This is an optimization exercise on Yosys and OpenROAD, whose aim is small area and a short achievable clock period, not a production implementation.
No functional check of the RTL was part of any run shown here.
Power figures rest on the tool's default switching activity, not on a simulated workload.

==> flow/design.v (outline; a module is shown in full before it is edited, if it fits) <==
// module three_stage_mult: 1350 lines
// module mult_pi: 4 lines
// module mult_pj: 4 lines
// module mult_gi: 3 lines
// module mult_gj: 3 lines
// module mult_gk: 4 lines
// module mult_xr: 3 lines
// module mult_xnr: 3 lines
// module mult_ao22: 3 lines
// module mult_fa: 4 lines
// module mult_ha: 4 lines
module three_stage_mult(input [15:0] a, input [15:0] b, output [31:0] out, input clk);
  // ...
==> flow/flow/run.sh <==
#!/bin/bash
# Own layout flow: the standard synthesis and layout, except that the port
# buffers are plain buffers (buffer_ports -buffer_cell) rather than the delay
# buffers buffer_ports picks by default, clock tree synthesis adds no dummy loads,
# and timing repair aims at a larger setup margin. Each step's full output goes to
# its own log.
set -euo pipefail
bash standard.sh synth > flow_synth.log 2>&1
bash standard.sh "BUFFER_PORTS_ARGS=-buffer_cell sky130_fd_sc_hd__buf_2" \
  "CTS_ARGS=-sink_clustering_enable -repair_clock_nets -sink_clustering_size 30 -sink_clustering_max_diameter 100 -buf_list sky130_fd_sc_hd__clkbuf_8 -dont_use_dummy_load -root_buf sky130_fd_sc_hd__clkbuf_16" \
  SETUP_SLACK_MARGIN=5.6 finish > flow_layout.log 2>&1
==> flow/standard.sh <==
#!/bin/bash
# synth_recipe.tcl (not shown) runs the flow's synth.tcl, then flattens the netlist and writes it again
# the make line also repeats each setting of config.mk as NAME=value (left out here)
make -C /OpenROAD-flow-scripts/flow DESIGN_CONFIG=/design/flow/config.mk WORK_HOME=/design/flow/orfs CLKGATE_MAP_FILE= SYNTH_SCRIPT=/design/flow/synth_recipe.tcl "${@:-finish}"
==> flow/config.mk <==
export PLATFORM = sky130hd
export DESIGN_NAME = three_stage_mult
export DESIGN_NICKNAME = three_stage_mult
export VERILOG_FILES = /design/flow/design.v
export SDC_FILE = /design/flow/constraint.sdc
export NUM_CORES = 4
export LEC_CHECK = 0
export CAP_MARGIN = 20
export CORE_MARGIN = 2
export CORE_UTILIZATION = 40
export CTS_BUF_LIST = sky130_fd_sc_hd__clkbuf_8
export CTS_CLUSTER_DIAMETER = 100
export CTS_CLUSTER_SIZE = 30
export SETUP_SLACK_MARGIN = 5
export SLEW_MARGIN = 20
export SYNTH_HIERARCHICAL = 1
==> flow/constraint.sdc <==
create_clock -name core_clock -period 8.0 [get_ports {clk}]
set_input_delay 1.6000 -clock core_clock [delete_from_list [all_inputs] [get_ports {clk}]]
set_output_delay 1.6000 -clock core_clock [all_outputs]
set_load 0.01 [all_outputs]
==> flow_metrics.tcl, run 1 <==
set metrics [dict create \
    path_depth 1 \
    final-nonclk-buf-share 0.07035 \
    grt_use_met2 0.3070 \
    clkTransAtPathRegs_ns 0.09 \
    status "timing/DRC/antenna clean" \
    buffers 108 \
    routedLengthMet1_um 11020 \
    comb_power_w 0.00244 \
    cts_root_buffer "clkbuf_16" \
    insertion_delay_ns 0.39 \
    power.group.top "combinational logic" \
    p_int_w 0.002493 \
    pre_cts_ws_ns 5.065 \
    clockBufferDepth 2 \
    design_area_sq_um 11630 \
    seq_share 0.2911 \
    finClkSkew_ns 0.03501 \
    hold_violations 0 \
    multi_input_gates 656 \
    rr_worst_depth 6 \
    routed_wl_um 25050 \
    initial_core_util 0.4048 \
    hp-class "reg2reg" \
    dp_cells 1221 \
    critPathBufInv 1 \
    antenna_found_initial 0 \
    min_to "rp[0]" \
    gr-max-usage-layer "met2" \
    fmax_ghz 0.4128 \
    clk_share 0.02108 \
    cp_top_family "flip-flops" \
]
==> inputs of run 2 (changes only) <==
--- a/flow/flow/run.sh
+++ b/flow/flow/run.sh
@@ -9,3 +9,3 @@
 bash standard.sh "BUFFER_PORTS_ARGS=-buffer_cell sky130_fd_sc_hd__buf_2" \
-  "CTS_ARGS=-sink_clustering_enable -repair_clock_nets -sink_clustering_size 30 -sink_clustering_max_diameter 100 -buf_list sky130_fd_sc_hd__clkbuf_8 -dont_use_dummy_load -root_buf sky130_fd_sc_hd__clkbuf_16" \
-  SETUP_SLACK_MARGIN=5.6 finish > flow_layout.log 2>&1
+  "CTS_ARGS=-sink_clustering_enable -repair_clock_nets -sink_clustering_size 30 -sink_clustering_max_diameter 100 -buf_list sky130_fd_sc_hd__clkbuf_8 -dont_use_dummy_load" \
+  SETUP_SLACK_MARGIN=5.5 finish > flow_layout.log 2>&1
==> flow_metrics.tcl, run 2 <==
set metrics [dict create \
    area_growth_syn_to_layout_pct 10.97 \
    clock_sink_count 160 \
    pwr-share-clk 0.106 \
    min_period_ns 2.501 \
    critical_path_class "reg2out" \
    worst_slew_pin_slew_ns 0.6224 \
    nNetsFinal 1079 \
    maxSlewViolCount 0 \
    finClkSkew_ns 0.03778 \
    dp_cells 1221 \
    hp-class "reg2reg" \
    grt_max_degree 19 \
    die_h_um 160.4 \
    grt_pass1_vias 6888 \
    io_buffers 64 \
    vias 6749 \
    setup_viol 0 \
    fin_tns_setup_ns 0 \
    initial_core_util 0.4048 \
    clockBufferDepth 2 \
    grt_overflow 0 \
    cp_max_fo 1 \
    insertion_delay_ns 0.46 \
    clkTransAtPathRegs_ns 0.09 \
    synth_area_sq_um 9786 \
    grt.total_usage 0.1870 \
    pin_count 65 \
    p_leak_nw 3.998 \
    swShare 0.4159 \
    p_seq_frac 0.332 \
    viasPerCell 5.430 \
    htree_levels 4 \
    die_w_um 160.4 \
    n_antenna_cell 0 \
    slew_headroom 0.5845 \
    antenna_found_initial 0 \
    p_per_area_nw_per_um2 375.4 \
    drt-pass1-iter-count 7 \
    cts_root_buffer "clkbuf_8" \
    cpPeakStageDelay_ns 0.33 \
    drive_gt1_frac 0.3515 \
    finalNonFillerCells 1243 \
    path_cells "buf_6" \
    syn-instance-count 853 \
    arrival_ns 0.90 \
    yosys_warnings 7 \
    row_count 57 \
    grt_first_pass_wirelength_um 37790 \
    syn_avg_cell_area_sq_um 11.47 \
    drt_iter0_drc 494 \
    dp_hpwl_um 16630 \
    required_ns 6.40 \
    numCtsBuffers 17 \
    top_register "rp" \
    largestRegisters "rp (32), rt (17), ra (16)" \
    drc 0 \
    largest_register_ffs 32 \
    worst_setup_path_start_kind "flop" \
    final_util 0.4492 \
    ff2ff_setup_slack_ns 5.55 \
    fin_crit_sh 0.3127 \
    dieArea_sq_um 25730 \
    pwr-share-comb 0.562 \
    maxCapViolCount 0 \
    p_int_w 0.002381 \
    final_common_cell "a22o_1" \
    fin_hold_ws_ns 0.3201 \
    critPathBufInv 1 \
    cts_tree "built" \
    ir_worst_vdd_uv 261.1 \
    coreArea_sq_um 24180 \
    routedWlPerCell_um 18.69 \
    hold_violations 0 \
    routed_wl_um 23230 \
    fmax_ghz 0.3998 \
    rsz0062_at_grt "true" \
    ant_nets 0 \
    globalplace.congestion 0.8903 \
    cp_top_family "flip-flops" \
    p_sw_w 0.001695 \
    status "timing/DRC/antenna clean" \
    slowest_stage "dfxtp_2" \
    endpoint_kind "primary output" \
    final_cell_mix "120 x a22o_1, 117 x a21oi_2, 103 x dfxtp_1, 99 x fa_1, 58 x buf_2" \
]
## run 2: stage by stage
step / instance area [sq um] / setup WS (ns) / power, W
6_report: 10860 / 5.499 / 0.004076
5_1_grt: 10860 / 5.443 / 0.004464
4_1_cts: 10560 / 5.449 / 0.003837
3_3_place_gp: 10230 / 5.110 / 0.003297
3_5_place_dp: 10230 / 5.054 / 0.003327
2_1_floorplan: 9838 / 5.501 / 0.002839
## run 2: per-layer routing
metal,GRT usage,routed length [um],part of all wire,up-vias
li1,-,-,-,3147
met2,0.3053,11090,0.48,252
met4,0.06224,608,0.026,0
met3,0.04055,1398,0.060,50
met5,0,0,0,-
met1,0.2476,10130,0.44,3300
## run 2: power by group through the flow
stage	Clock, W	Combinational (W)	Sequential, W
after floorplan	0	0.00157	0.00127
after global placement	0	0.00194	0.00135
after detailed placement	0	0.00197	0.00136
after CTS	0.000458	0.00204	0.00134
after global routing	0.000485	0.00259	0.00139
final	0.000433	0.00229	0.00135
## run 2: timing repair
item | in CTS | in global routing
buffers inserted | 1 | 4
hold buffers | 0 | 0
pin swaps | 1 | 11
gates resized for setup | 52 | 65
endpoints found under the setup margin | 76 | 59
## run 2: final timing paths
path / startpoint / endpoint / cells after the start
setup / recovery: rp[30] / out[30] / 1
hold / removal: r2_f459 / rp[3] / 1
setup reg to reg: rc1[0] / r2_f381 / 5
hold reg to reg: r2_f459 / rp[3] / 1
## run 2: final cells by class
type	count	area [sq um]
inverter	17	63.81
timing repair buffer	69	395.4
multi-input combinational	656	6429
fill	2261	13320
sequential	160	3332
tap	324	405.4
clock buffer	17	234.0
==> inputs of run 3 (changes only) <==
==> flow/flow/run.sh (replaced) <==
#!/bin/bash
# Own layout flow: the standard synthesis and layout, except that
#  - after synthesis every combinational cell is set to its smallest drive strength
#    (flow/downsize.tcl); timing repair then sizes up the cells that need it,
#  - the port buffers are plain buffers (buffer_ports -buffer_cell) rather than the
#    delay buffers buffer_ports picks by default,
#  - clock tree synthesis adds no dummy loads,
#  - timing repair aims at a larger setup margin.
# Each step's full output goes to its own log in this folder.
set -euo pipefail
bash standard.sh synth > flow_synth.log 2>&1
DOWNSIZE_ODB=orfs/results/sky130hd/three_stage_mult/base/1_synth.odb \
  openroad -no_init -exit flow/downsize.tcl > flow_downsize.log 2>&1
bash standard.sh "BUFFER_PORTS_ARGS=-buffer_cell sky130_fd_sc_hd__buf_2" \
  "CTS_ARGS=-sink_clustering_enable -repair_clock_nets -sink_clustering_size 30 -sink_clustering_max_diameter 100 -buf_list sky130_fd_sc_hd__clkbuf_8 -dont_use_dummy_load" \
  SETUP_SLACK_MARGIN=5.5 finish > flow_layout.log 2>&1
==> flow/flow/downsize.tcl (new file) <==
# Replace every combinational cell of the synthesized netlist by the smallest cell of
# the same function (same name up to the drive-strength suffix), keeping flip-flops as
# they are. Timing repair later sizes up the cells on critical paths.
set odb_file $::env(DOWNSIZE_ODB)
read_db $odb_file
set db [ord::get_db]
set block [ord::get_db_block]
# smallest master per base name (area, then the larger drive on a tie)
array set best {}
foreach lib [$db getLibs] {
  foreach m [$lib getMasters] {
    set n [$m getName]
    if {![regexp {^(sky130_fd_sc_hd__[a-z0-9]+)_([0-9]+)$} $n -> base drv]} { continue }
    set a [expr {[$m getWidth] * [$m getHeight]}]
    if {![info exists best($base)]} { set best($base) [list $a $drv $m]; continue }
    lassign $best($base) ba bd bm
    if {$a < $ba || ($a == $ba && $drv > $bd)} { set best($base) [list $a $drv $m] }
  }
}
set n 0
foreach inst [$block getInsts] {
  set m [$inst getMaster]
  set name [$m getName]
  if {![regexp {^(sky130_fd_sc_hd__[a-z0-9]+)_([0-9]+)$} $name -> base drv]} { continue }
  if {[regexp {__(df|dl|sdf|edf|conb|clk|tap|fill|decap|diode)} $name]} { continue }
  set bm [lindex $best($base) 2]
  if {[$bm getName] ne $name && [expr {[$bm getWidth] * [$bm getHeight]}] < [expr {[$m getWidth] * [$m getHeight]}]} {
    if {[$inst swapMaster $bm]} { incr n }
  }
}
puts "downsized $n cells"
write_db $odb_file
==> flow_metrics.tcl, run 3 <==
set metrics [dict create \
    status "timing/DRC/antenna clean" \
    ir_worst_vdd_uv 203.3 \
    drc 0 \
    maxSlewViolCount 0 \
    cts_root_buffer "clkbuf_8" \
    row_count 54 \
    p_per_area_nw_per_um2 363.5 \
    slowest_stage "dfxtp_2" \
    htree_levels 4 \
    routedWlPerCell_um 17.78 \
    cp_max_fo 1 \
    top_register "rp" \
    syn_avg_cell_area_sq_um 10.45 \
    yosys_warnings 7 \
    grt_overflow 0 \
    nNetsFinal 1080 \
    globalplace.congestion 0.8804 \
    rr_worst_depth 4 \
    endpoint_kind "primary output" \
    routed_wl_um 21340 \
    drt_iter0_drc 498 \
    worst_setup_path_start_kind "flop" \
    syn-instance-count 853 \
    largestRegisters "rp (32), rt (17), ra (16)" \
    dieArea_sq_um 23490 \
    dp_hpwl_um 15330 \
    grt.total_usage 0.1866 \
    largest_register_ffs 32 \
    critPathCapture "out[29]" \
    p_leak_nw 3.899 \
    die_h_um 153.3 \
    finClkSkew_ns 0.04384 \
    clkTransAtPathRegs_ns 0.10 \
    fmax_ghz 0.4003 \
    rsz0062_at_grt "true" \
    area_growth_syn_to_layout_pct 13.69 \
    final_cell_mix "145 x a21oi_1, 120 x a22o_1, 114 x dfxtp_1, 98 x fa_1, 59 x buf_2" \
    synth_area_sq_um 8911 \
    clock_sink_count 160 \
    grt_pass1_vias 6686 \
    insertion_delay_ns 0.45 \
    antenna_found_initial 0 \
    hp-class "reg2reg" \
    path_depth 1 \
    r2r-start "rt[9]" \
    worst_slew_pin_slew_ns 0.5079 \
    min_period_ns 2.498 \
    clockBufferDepth 2 \
    maxCapViolCount 0 \
    numCtsBuffers 17 \
    hold_violations 0 \
    path_cells "buf_6" \
    critPathBufInv 1 \
    timing.rr.end "r2_f419" \
    setup_viol 0 \
    arrival_ns 0.90 \
    ant_nets 0 \
    grt_max_degree 19 \
    slew_headroom 0.6609 \
    n_antenna_cell 0 \
    cts_tree "built" \
    grt_first_pass_wirelength_um 35020 \
    ff2ff_setup_slack_ns 5.54 \
    vias 6683 \
    viasPerCell 5.569 \
    initial_core_util 0.4083 \
    fin_tns_setup_ns 0 \
    final_common_cell "a21oi_1" \
    required_ns 6.40 \
    critical_path_class "reg2out" \
    final_util 0.4642 \
    die_w_um 153.3 \
    coreArea_sq_um 21820 \
    io_buffers 64 \
    cp_top_family "flip-flops" \
    drive_gt1_frac 0.1913 \
    pin_count 65 \
    critPathLaunch "rp[29]" \
    fin_crit_sh 0.3123 \
    nFillCells 2087 \
    cpPeakStageDelay_ns 0.33 \
    drt-pass1-iter-count 5 \
]
## run 3: repair_timing
| action | 4_1_cts | 5_1_grt |
|---|---|---|
| hold buffers | 0 | 0 |
| pin swaps | 3 | 14 |
| buffers inserted | 1 | 5 |
| resized for setup | 52 | 68 |
| gates cloned | 0 | 0 |
| endpoints found under the setup margin | 64 | 55 |
## run 3: cell type report
class                   instances  area, sq um  share of cell area
flip-flops and latches        160         3321              0.3278
clock buffers                  17        234.0             0.02309
well taps                     280        350.3             0.03458
inverters                      17        63.81            0.006299
repair buffers                 70        400.4             0.03952
multi-input cells             656         5762              0.5687
## run 3: worst min-delay path by stage
stage	start	endpoint	slack [ns]	depth (start not counted)
final	r2_f461	rp[4]	0.35	1
after global routing	r2_f461	rp[4]	0.36	1
after CTS	r2_f461	rp[4]	0.35	1
after detailed placement	r2_pp1	rp[0]	0.34	1
after global placement	r2_pp1	rp[0]	0.34	1
after floorplan	r2_pp1	rp[0]	0.34	1
## run 3: through the flow
step | area, sq um | setup WS, ns | total power (W) | hold WS (ns) | cells
finish | 10130 | 5.502 | 0.003682 | 0.3509 | 1200
global route | 10130 | 5.443 | 0.004042 | 0.3637 | 1200
CTS | 9847 | 5.448 | 0.003491 | 0.3541 | 1195
detailed placement | 9508 | 4.989 | 0.002981 | 0.3445 | 1177
global placement | 9508 | 5.016 | 0.002956 | 0.3389 | 1177
floorplan | 8970 | 5.491 | 0.002518 | 0.3379 | 866
## run 3: routing by layer
layer / wire [um] / part of all wire / track usage / vias to the layer above
met5: 0 / 0 / 0 / -
met2: 10110 / 0.47 / 0.3029 / 251
met4: 423 / 0.020 / 0.06658 / 0
li1: - / - / - / 3144
met1: 9433 / 0.44 / 0.2490 / 3250
met3: 1372 / 0.064 / 0.03657 / 38
## run 3: report_power, final
group	internal [W]	switching, W	total [W]	leakage (nW)
clock network	0.000187	0.000241	0.000428	0.122
logic	0.000923	0.00101	0.00194	2.42
registers	0.00110	0.000214	0.00132	1.36

afterwards: timing with drivers on the ports:
The results above use ideal ports. As a check the final layouts listed here were re-extracted and re-timed, cells and wires unchanged.
Step 1 sets driving cells, clkbuf_16 on the clock port and buf_2 on the other inputs (assumed; they add their load-dependent delay and slew).
Step 2 times the ports against the registers' clock, not the clock port: input delays grow and output delays shrink by t, the midpoint of the rising clock arrivals with the driver on.
Slacks: ideal / step 1 / step 2; pairs: ideal / step 1.
run	t, ns	slack for setup (ns)	worst setup path at the end	clock arrival spread, ns	cell pins on the clock port's net
run 1	0.417	5.577 / 5.531 / 5.199	input to register	0.035 / 0.035	1
run 2	0.479	5.499 / 5.460 / 5.105	input to register	0.038 / 0.038	1
run 3	0.472	5.502 / 5.460 / 5.142	input to register	0.044 / 0.044	1
After both steps every run listed still meets setup and hold. For run 2, which loses most, drivers alone change the setup slack by -0.039 ns; drivers and shift together by -0.394 ns.
